This design comes from an exercise in tuning for small area on the open sky130 flow, not from production work. Only simulation tests tie the RTL to the original design; equivalence was not proved. The flow treats the clock pin as an ideal source, which a real chip does not have. Power figures rest on the tool's default switching activity, not on a simulated workload.

## flow/design.v (module list and top-level ports; edited modules follow where they fit)
// module URATE: 979 lines
// module FA: 4 lines
// module HA: 4 lines
module URATE (
    input clk,
    input rst,
    input signed [15:0] in,
    output signed [15:0] out
);
  // ...
==> flow/flow/run.sh <==
#!/bin/bash
# Own flow: the standard layout (standard.sh) with three changes:
#  - synthesis is the standard synthesis script with one difference: the ABC
#    technology-mapping step uses an area-oriented script (flow/abc_area.script)
#    instead of ORFS's speed script; registers, flattening and renaming are unchanged;
#  - port buffers use the smallest buffer cell;
#  - clock tree synthesis inserts no dummy loads.
set -euo pipefail
here=$PWD
# ORFS's synth.tcl with only the ABC script replaced
sed 's|^\(\s*\)log_cmd abc {\*}\$abc_args$|\1set abc_args [lreplace $abc_args 1 1 '"$here"'/flow/abc_area.script]\n\1log_cmd abc {*}$abc_args|' \
  "$FLOW_HOME/scripts/synth.tcl" > "$here/synth_area.tcl"
grep -q 'flow/abc_area.script' "$here/synth_area.tcl"
# The standard flow's synthesis wrapper, sourcing that copy
sed 's|source \$::env(SCRIPTS_DIR)/synth.tcl|source '"$here"'/synth_area.tcl|' synth_recipe.tcl > "$here/synth_own.tcl"
grep -q 'synth_area.tcl' "$here/synth_own.tcl"
bash standard.sh \
  "SYNTH_SCRIPT=$here/synth_own.tcl" \
  'BUFFER_PORTS_ARGS=-buffer_cell sky130_fd_sc_hd__buf_1' \
  'CTS_ARGS=-sink_clustering_enable -repair_clock_nets -dont_use_dummy_load -buf_list {sky130_fd_sc_hd__clkbuf_4 sky130_fd_sc_hd__clkbuf_8} -sink_buffer_max_cap_derate 0.5' \
  finish > standard_flow.log 2>&1
==> flow/flow/abc_area.script <==
&get -n
&st
&dch -f
&nf -a -R 1000
&put
==> flow/standard.sh <==
#!/bin/bash
# synth_recipe.tcl (not shown) runs the flow's synth.tcl, then flattens the netlist and writes it again
# the make line also repeats each setting of config.mk as NAME=value (left out here)
make -C /OpenROAD-flow-scripts/flow DESIGN_CONFIG=/design/flow/config.mk WORK_HOME=/design/flow/orfs CLKGATE_MAP_FILE= SYNTH_SCRIPT=/design/flow/synth_recipe.tcl "${@:-finish}"
==> flow/config.mk <==
export PLATFORM = sky130hd
export DESIGN_NAME = URATE
export DESIGN_NICKNAME = URATE
export VERILOG_FILES = /design/flow/design.v
export SDC_FILE = /design/flow/constraint.sdc
export NUM_CORES = 4
export LEC_CHECK = 0
export CAP_MARGIN = 20
export CORE_MARGIN = 2
export CORE_UTILIZATION = 40
export CTS_BUF_LIST = sky130_fd_sc_hd__clkbuf_4 sky130_fd_sc_hd__clkbuf_8
export CTS_CLUSTER_SIZE = 30
export SLEW_MARGIN = 20
export SYNTH_HIERARCHICAL = 1
export SYNTH_MINIMUM_KEEP_SIZE = 0
==> flow/constraint.sdc <==
create_clock -name core_clock -period 14.0 [get_ports {clk}]
set_input_delay 2.8000 -clock core_clock [delete_from_list [all_inputs] [get_ports {clk}]]
set_output_delay 2.8000 -clock core_clock [all_outputs]
set_load 0.01 [all_outputs]
==> impl_metrics.yaml, run 1 <==
critical_path:
  crit_required_ns: 14.53
  critPathMaxFanout: 2
  cp-endpoint: "r0[30]"
grt:
  top_usage_layer: "met2"
  grt_pass1_vias: 7861
place:
  pre_cts_ws_ns: 1.547
synth:
  syn_inst: 884
  synth_mux_area_frac: 0
  synth_edf_count: 64
  synth_most_common_cell: "fa_1"
  ys_ff_latch: 199
timing:
  period_needed_ns: 12.30
  timing.hold.ws_ns: 0.4800
  max_freq_mhz: 81.32
  fin_skew_ns: 0.04412
floorplanning:
  die_height_um: 186.0
  row_count: 66
power_and_ir_drop:
  power_clock_uw: 287
  total_power_mw: 3.047
route:
  wl_met2_um: 13190
  post-route-drc-count: 0
  met3_length_um: 1418
finish:
  seq_area_frac: 0.3719
  multi_input_cells: 666
  nets: 1218
  n_fill_cell: 3004
  multiInputGateArea_um2: 7876
  nNonClkInverters: 5
clock_tree:
  clk_path_buf_depth: 2
  cts_buffers: 17
outcome:
  status: "timing/DRC/antenna clean"
==> run 2: changes to the inputs <==
--- a/flow/design.v
+++ b/flow/design.v
@@ -190,42 +190,42 @@
 		k2r0_s0 = 1'b1;
 		k2r0_n = 1'b1;
 		k2r1_s3 = 1'b1;
 		kc0 = 1'b1;
 		kc1 = 1'b1;
 		kc2 = 1'b1;
 	end
 	5'd10: begin
-		cnt_nx = 5'd11;
+		cnt_nx = 5'd13;
 		k1r0_s0 = 1'b1;
 		k2r0_s0 = 1'b1;
 		k2r1_s2 = 1'b1;
 		k2r1_n = 1'b1;
 		kc1 = 1'b1;
 		kc2 = 1'b1;
 	end
-	5'd11: begin
-		cnt_nx = 5'd12;
+	5'd13: begin
+		cnt_nx = 5'd18;
 		k0r0_s0 = 1'b1;
 		k0r0_n = 1'b1;
 		k2r0_s1 = 1'b1;
 		k2r1_s2 = 1'b1;
 		kc0 = 1'b1;
 		kc1 = 1'b1;
 	end
-	5'd12: begin
-		cnt_nx = 5'd13;
+	5'd18: begin
+		cnt_nx = 5'd16;
 		k0r0_s0 = 1'b1;
 		k2r0_s0 = 1'b1;
 		k2r0_n = 1'b1;
 		kc0 = 1'b1;
 		kc1 = 1'b1;
 	end
-	5'd13: begin
+	5'd16: begin
 		cnt_nx = 5'd14;
 		k0r0_s1 = 1'b1;
 		k0r1_s3 = 1'b1;
 		k0r1_n = 1'b1;
 		k2r0_s0 = 1'b1;
 		kc1 = 1'b1;
 		kc2 = 1'b1;
 	end
@@ -234,57 +234,57 @@
 		k0r0_s0 = 1'b1;
 		k0r0_n = 1'b1;
 		k0r1_s2 = 1'b1;
 		k1r0_s0 = 1'b1;
 		k1r0_n = 1'b1;
 		kc2 = 1'b1;
 	end
 	5'd15: begin
-		cnt_nx = 5'd16;
+		cnt_nx = 5'd11;
 		k0r0_s0 = 1'b1;
 		k0r1_s3 = 1'b1;
 		k0r1_n = 1'b1;
 		k1r0_s0 = 1'b1;
 		k1r0_n = 1'b1;
 		k1r1_s3 = 1'b1;
 		k1r1_n = 1'b1;
 		k2r1_s2 = 1'b1;
 		kc0 = 1'b1;
 		kc1 = 1'b1;
 		kc3 = 1'b1;
 	end
-	5'd16: begin
-		cnt_nx = 5'd17;
+	5'd11: begin
+		cnt_nx = 5'd25;
 		k0r0_s1 = 1'b1;
 		k1r0_s0 = 1'b1;
 		k1r0_n = 1'b1;
 		k1r1_s2 = 1'b1;
 		k2r0_s1 = 1'b1;
 		k2r1_s3 = 1'b1;
 		k2r1_n = 1'b1;
 		kc0 = 1'b1;
 		kc1 = 1'b1;
 		kc2 = 1'b1;
 	end
-	5'd17: begin
-		cnt_nx = 5'd18;
+	5'd25: begin
+		cnt_nx = 5'd12;
 		k0r1_s2 = 1'b1;
 		k0r1_n = 1'b1;
 		k1r0_s0 = 1'b1;
 		k1r0_n = 1'b1;
 		k1r1_s3 = 1'b1;
 		k1r1_n = 1'b1;
 		k2r0_s0 = 1'b1;
 		k2r0_n = 1'b1;
 		k2r1_s2 = 1'b1;
 		kc2 = 1'b1;
 		kc3 = 1'b1;
 	end
-	5'd18: begin
+	5'd12: begin
 		cnt_nx = 5'd19;
 		k0r0_s0 = 1'b1;
 		k0r1_s2 = 1'b1;
 		k0r1_n = 1'b1;
 		k1r0_s0 = 1'b1;
 		k1r0_n = 1'b1;
 		k2r0_s1 = 1'b1;
 		kc0 = 1'b1;
==> flow/flow/run.sh (replaced) <==
#!/bin/bash
# Own flow: the standard layout (standard.sh) with three changes:
#  - synthesis is the standard synthesis script with one difference: the ABC
#    technology-mapping step uses an area-oriented script (flow/abc_area.script)
#    instead of ORFS's speed script; registers, flattening and renaming are unchanged;
#  - port buffers use the smallest buffer cell;
#  - clock tree synthesis inserts no dummy loads, and clock buffers that drive many
#    flip-flops are then upsized (flow/post_cts.tcl).
set -euo pipefail
here=$PWD
# ORFS's synth.tcl with only the ABC script replaced
sed 's|^\(\s*\)log_cmd abc {\*}\$abc_args$|\1set abc_args [lreplace $abc_args 1 1 '"$here"'/flow/abc_area.script]\n\1log_cmd abc {*}$abc_args|' \
  "$FLOW_HOME/scripts/synth.tcl" > "$here/synth_area.tcl"
grep -q 'flow/abc_area.script' "$here/synth_area.tcl"
# The standard flow's synthesis wrapper, sourcing that copy
sed 's|source \$::env(SCRIPTS_DIR)/synth.tcl|source '"$here"'/synth_area.tcl|' synth_recipe.tcl > "$here/synth_own.tcl"
grep -q 'synth_area.tcl' "$here/synth_own.tcl"
bash standard.sh \
  "SYNTH_SCRIPT=$here/synth_own.tcl" \
  "POST_CTS_TCL=$here/flow/post_cts.tcl" \
  'BUFFER_PORTS_ARGS=-buffer_cell sky130_fd_sc_hd__buf_1' \
  'CTS_ARGS=-sink_clustering_enable -repair_clock_nets -dont_use_dummy_load -buf_list {sky130_fd_sc_hd__clkbuf_4 sky130_fd_sc_hd__clkbuf_8}' \
  finish > standard_flow.log 2>&1
==> flow/flow/post_cts.tcl (new file) <==
set block [ord::get_db_block]
set n 0
foreach inst [$block getInsts] {
  if {[[$inst getMaster] getName] ne "sky130_fd_sc_hd__clkbuf_8"} { continue }
  set it [$inst findITerm X]
  if {$it eq "NULL"} { continue }
  set net [$it getNet]
  if {$net eq "NULL"} { continue }
  if {[$net getSigType] ne "CLOCK" && ![string match "clknet_*" [$net getName]]} { continue }
  set fo [expr {[llength [$net getITerms]] - 1}]
  if {$fo >= 14} {
    puts "post_cts: [$inst getName] drives $fo pins, now clkbuf_16"
    replace_cell [$inst getName] sky130_fd_sc_hd__clkbuf_16
    incr n
  }
}
puts "post_cts: upsized $n clock buffers"
if {$n > 0} {
  detailed_placement
  check_placement -verbose
}
==> impl_metrics.yaml, run 2 <==
outcome:
  status: "timing/DRC/antenna clean"
grt:
  grt_pass1_wl_um: 46950
  grtUsageTotal: 0.1850
  gr-total-overflow: 0
  grt_max_degree: 83
  antenna_found_initial: 0
  grt_pass1_vias: 8043
route:
  met3_length_um: 1534
  wl_met2_um: 14730
  routed_wl_um: 28770
  highest_layer: "met4"
  drt_iter0_markers: 747
  dr.pass1.iters: 6
  via_per_inst: 5.471
  ant_nets: 0
  post-route-drc-count: 0
  vias: 7381
  drt-met1-wl_um: 11900
  post_drt_wl_per_cell_um: 21.32
critical_path:
  critPathMaxFanout: 2
  worstPathArrival_ns: 12.45
  crit_path_top_delay_cell: "fa_1"
  worstSetupEndpointType: "register"
  crit_type: "register to register"
  cp_top_family: "adder cells"
  cp_slowest_stage_delay_ns: 0.40
  crit_buf_inv: 0
  crit_required_ns: 14.31
  crit_top_cell: "fa_1"
  crit_path_start_kind: "register"
synth:
  yosysUniqueCellTypes: 38
  synth_commonest_cells: "fa_1 (243), dfrtp_1 (135), a22oi_1 (107)"
  netlist_area_um2: 13150
  ys_ff_latch: 199
  synth_top_area_share: 0.3700
  yosys_warnings: 7
  synthArstFlopShare: 0.6784
  synth-main-ff-cell: "dfrtp_1"
  synth_edf_count: 64
  synth_most_common_cell: "fa_1"
  syn_inst: 856
  ys_top_cells_by_area: "fa_1 (37%), dfrtp_1 (26%), edfxtp_1 (15%)"
  seq_area_frac_synth: 0.4032
  yosysTopAreaCell: "fa_1"
  syn_area_per_cell_um2: 15.36
timing:
  finalHoldViolCount: 0
  slew_headroom: 0.1687
  rsz0062_at_grt: "false"
  fin_skew_ns: 0.02977
  slew_violations: 0
  tns_ns: 0
  fin_crit_sh: 0.8669
  setup_violations: 0
  max_freq_mhz: 82.40
  worst_slack_ns: 1.863
  timing.hold.ws_ns: 0.4830
  tightest_slew_ns: 1.247
  period_needed_ns: 12.14
power_and_ir_drop:
  leakagePower_nw: 5.327
  swShare: 0.3967
  p_sw_mw: 1.254
  peakVddDrop_mv: 0.1319
  power_density_nw_per_um2: 222.6
  pwr-share-clk: 0.108
  pwr-share-comb: 0.527
  internal_power_mw: 1.908
  power_frac_seq: 0.365
finish:
  diodes: 0
  nets: 1185
  layout-drive-gt1-share: 0.05072
  final_cells: 1349
  layout_common_cells: "fa_1 (243), dfrtp_1 (135), a22oi_1 (107), edfxtp_1 (64), xnor2_1 (61)"
  synthToLayoutAreaGrowth_pct: 8.052
  n_fill_cell: 2937
  mostFrequentLayoutCell: "fa_1"
  largest_reg_flops: 31
  top_regs: "r0 x31, r1 x29, r2 x26"
  largest_register: "r0"
place:
  post-dp-hpwl_um: 21570
  place_inst: 1332
  place.gp.congestion: 0.8542
  pre_cts_ws_ns: 1.657
  portBuffers: 33
clock_tree:
  worstSkewPairLatency_ns: 0.42
  cts_tree: "done"
  numClockSinks: 199
  path_clk_slew_ns: 0.09
floorplanning:
  core_um2: 32450
  die_x_um: 185.3
  pin_count: 34
  initial_utilization: 0.4051
  dieArea_um2: 34330
  die_height_um: 185.3
  row_count: 66
job:
  cap_violations: 0
hold_path:
  hold_class: "register to register"
-- run 2: changes by cell type in the layout (fill, tap and decap cells not counted), sizes merged, moves of 12 or more --
| cell | delta |
|---|---|
| xor2 | -15 |
| a222oi | +12 |
| nand2 | -31 |
| xnor2 | +15 |
| clkinv | +12 |
| a22oi | -12 |
-- run 2: kinds of logic (layout without fill, tap and decap cells) --
kind of cell             after synthesis  after routing  synth area share
AO/OA/AOI/OAI                        174            174           0.09565
XOR/XNOR                             112            112           0.07462
adder cells (fa/ha/maj)              258            258            0.3843
buffers and inverters                 33             82           0.01399
flip-flops                           199            199            0.4032
other                                  1              3         0.0002853
AND/OR/NAND/NOR                       79             79           0.02798
-- run 2: path summary, 6_finish.rpt --
| check | start | to | slack, ns | cells after the start |
|---|---|---|---|---|
| max reg2reg | r1[0] | r0[30] | 1.86 | 32 |
| min reg2reg | r0[30] | r0[30] | 0.48 | 1 |
| min | r0[30] | r0[30] | 0.48 | 1 |
| min in group asynchronous | rst | cnt[1] | 2.77 | 3 |
| max in group asynchronous | rst | r0[10] | 9.99 | 4 |
| max | r1[0] | r0[30] | 1.86 | 32 |
-- run 2: area by class of cell --
class	count	area (um^2)	area share
multi-input cells	626	7734	0.5444
flip-flops and latches	199	5300	0.3731
well taps	442	553.0	0.03893
clock buffers	17	312.8	0.02202
repair buffers	48	236.5	0.01665
inverters	17	68.82	0.004845
-- run 2: through the flow --
step	utilization	instance area, um^2	total power [mW]
after global placement	0.4280	13890	2.779
after global routing	0.4377	14200	3.630
final	0.4377	14200	3.162
after detailed placement	0.4280	13890	2.935
after floorplan	-	13150	2.440
-- run 2: worst reg2reg max path, delay by kind of cell, from the launching register on --
family	cells	cell delay, ns
DFF	1	0.39
xor gates and xnor gates	2	0.27
adders and majority gates	30	11.37
-- run 2: per-module statistics from Yosys, one instance, submodules excluded --
| module | flops+latches | area (um^2) | cells inside | times used |
|---|---|---|---|---|
| HA | 0 | 12.51 | 1 | 9 |
| URATE | 199 | 8169 | 604 | 1 |
| FA | 0 | 20.02 | 1 | 243 |
-- run 2: power by group through the flow --
stage,Sequential [mW],Combinational [mW],Clock (mW)
after floorplan,1.11,1.33,0
after global placement,1.18,1.60,0
after detailed placement,1.18,1.76,0
after global routing,1.21,2.05,0.377
final,1.15,1.67,0.341
-- run 2: routing by layer --
layer  global-route usage  up-vias
li1                     -     3080
met1               0.2578     3996
met2               0.2990      261
met3              0.03166       44
met4              0.05556        0
met5                    0        -
==> run 3: changes to the inputs <==
--- a/flow/flow/run.sh
+++ b/flow/flow/run.sh
@@ -1,3 +1,3 @@
 #!/bin/bash
-# Own flow: the standard layout (standard.sh) with three changes:
+# Own flow: the standard layout (standard.sh) with these changes:
 #  - synthesis is the standard synthesis script with one difference: the ABC
==> impl_metrics.yaml, run 3 <==
synth:
  netlist_area_um2: 13150
  synth_commonest_cells: "fa_1 (243), dfrtp_1 (135), a22oi_1 (107)"
  syn_inst: 856
  synth_top_area_share: 0.3700
  ys_top_cells_by_area: "fa_1 (37%), dfrtp_1 (26%), edfxtp_1 (15%)"
  synth_most_common_cell: "fa_1"
  seq_area_frac_synth: 0.4032
  yosys_warnings: 7
  ys_ff_latch: 199
  syn_area_per_cell_um2: 15.36
  synth_edf_count: 64
  synth-main-ff-cell: "dfrtp_1"
  synthArstFlopShare: 0.6784
  yosysUniqueCellTypes: 38
  yosysTopAreaCell: "fa_1"
timing:
  tns_ns: 0
  finalHoldViolCount: 0
  tightest_slew_ns: 1.247
  timing.hold.ws_ns: 0.4830
  rsz0062_at_grt: "false"
  period_needed_ns: 12.14
  slew_headroom: 0.1687
  setup_violations: 0
  max_freq_mhz: 82.40
  slew_violations: 0
  fin_skew_ns: 0.02977
  fin_crit_sh: 0.8669
finish:
  nets: 1185
  mostFrequentLayoutCell: "fa_1"
  diodes: 0
  top_regs: "r0 x31, r1 x29, r2 x26"
  layout-drive-gt1-share: 0.05072
  largest_register: "r0"
  synthToLayoutAreaGrowth_pct: 8.052
  largest_reg_flops: 31
  layout_common_cells: "fa_1 (243), dfrtp_1 (135), a22oi_1 (107), edfxtp_1 (64), xnor2_1 (61)"
place:
  post-dp-hpwl_um: 21570
  place.gp.congestion: 0.8542
  portBuffers: 33
route:
  post-route-drc-count: 0
  post_drt_wl_per_cell_um: 21.32
  ant_nets: 0
  drt_iter0_markers: 747
  vias: 7381
  routed_wl_um: 28770
  via_per_inst: 5.471
  dr.pass1.iters: 6
grt:
  grtUsageTotal: 0.1850
  antenna_found_initial: 0
  grt_pass1_vias: 8043
  grt_pass1_wl_um: 46950
  grt_max_degree: 83
  gr-total-overflow: 0
clock_tree:
  path_clk_slew_ns: 0.09
  cts_tree: "done"
  numClockSinks: 199
  worstSkewPairLatency_ns: 0.42
critical_path:
  crit_path_start_kind: "register"
  cp_slowest_stage_delay_ns: 0.40
  worstSetupEndpointType: "register"
  worstPathArrival_ns: 12.45
  crit_type: "register to register"
  rrSetupSlack_ns: 1.86
  crit_top_cell: "fa_1"
  critPathMaxFanout: 2
  crit_path_top_delay_cell: "fa_1"
  crit_required_ns: 14.31
job:
  cap_violations: 0
floorplanning:
  initial_utilization: 0.4051
  dieArea_um2: 34330
  die_x_um: 185.3
  row_count: 66
  pin_count: 34
  core_um2: 32450
  die_height_um: 185.3
outcome:
  status: "timing/DRC/antenna clean"
power_and_ir_drop:
  power_density_nw_per_um2: 222.6
  peakVddDrop_mv: 0.1319
  leakagePower_nw: 5.327
hold_path:
  hold_class: "register to register"
run 3: cell counts after synthesis:
Identical to the previous run, type by type.
run 3: layout make-up:
class / count / area [um^2]
multi-input combinational: 626 / 7734
fill: 2937 / 18250
timing repair buffer: 48 / 236.5
sequential: 199 / 5300
clock buffer: 17 / 312.8
tap: 442 / 553.0
inverter: 17 / 68.82
run 3: final timing paths:
kind,depth (start not counted),endpoint,startpoint
max,32,r0[30],r1[0]
min,1,r0[30],r0[30]
max reg2reg,32,r0[30],r1[0]
min reg2reg,1,r0[30],r0[30]
max in group asynchronous,4,r0[10],rst
min in group asynchronous,3,cnt[1],rst
run 3: Yosys stat by module, one instance, submodules excluded:
module | cells | flip-flops and latches
FA | 1 | 0
URATE | 604 | 199
HA | 1 | 0
run 3: cell families (layout without fill, tap and decap cells):
kind of cell | Yosys count | in the layout | share of synthesized area
flip-flops | 199 | 199 | 0.4032
other | 1 | 3 | 0.0002853
AND/OR/NAND/NOR | 79 | 79 | 0.02798
adder cells (fa/ha/maj) | 258 | 258 | 0.3843
XOR/XNOR | 112 | 112 | 0.07462
buffers and inverters | 33 | 82 | 0.01399
AO/OA/AOI/OAI | 174 | 174 | 0.09565
run 3: worst max-delay path, delay by kind of cell, from the launching register on:
kind / cells / cell delay (ns)
fa+ha+maj: 30 / 11.37
flops: 1 / 0.39
xor+xnor: 2 / 0.27
run 3: where the power goes:
part	leakage, nW	total [mW]	internal (mW)	switching (mW)
clock network	0.158	0.341	0.152	0.189
registers	2.21	1.15	0.907	0.246
logic	2.96	1.67	0.849	0.819
total	5.33	3.16	1.91	1.25
run 3: per-stage QoR:
| step | instance area (um^2) | worst slack (ns) | cells | util | power [mW] |
|---|---|---|---|---|---|
| after detailed placement | 13890 | 1.657 | 1332 | 0.4280 | 2.935 |
| after global routing | 14200 | 1.343 | 1349 | 0.4377 | 3.630 |
| after floorplan | 13150 | 1.912 | 858 | - | 2.440 |
| after global placement | 13890 | 1.848 | 1332 | 0.4280 | 2.779 |
| final | 14200 | 1.863 | 1349 | 0.4377 | 3.162 |
run 3: per-layer routing:
metal  global-route usage  share of wire  up-vias
met5                    0              0        -
met1               0.2578           0.41     3996
met3              0.03166          0.053       44
met2               0.2990           0.51      261
li1                     -              -     3080
met4              0.05556          0.021        0

-- re-timing with driven ports --
The flow's constraints put no driver on any port. The routed layouts listed below were extracted and timed again, unchanged, in two steps. Step 1 assumes that a clkbuf_16 drives the clock port and a buf_2 every other input. Step 2 times the ports against the registers' clock, not the clock port: input delays grow and output delays shrink by t, the midpoint of the rising clock arrivals with the driver on. Slacks: ideal ports / drivers / drivers and shift; pairs: ideal ports / drivers.
run	t, ns	setup WS [ns]	worst hold slack (ns)	worst register clock-pin slew, ns	cell pins on the clock port's net
run 1	0.688	1.703 / 1.703 / 1.703	0.480 / 0.480 / 0.480	0.12 / 0.12	1
run 2	0.447	1.863 / 1.863 / 1.863	0.483 / 0.483 / 0.483	0.09 / 0.09	1
run 3	0.447	1.863 / 1.863 / 1.863	0.483 / 0.483 / 0.483	0.09 / 0.09	1
After both steps every run listed still meets setup and hold.
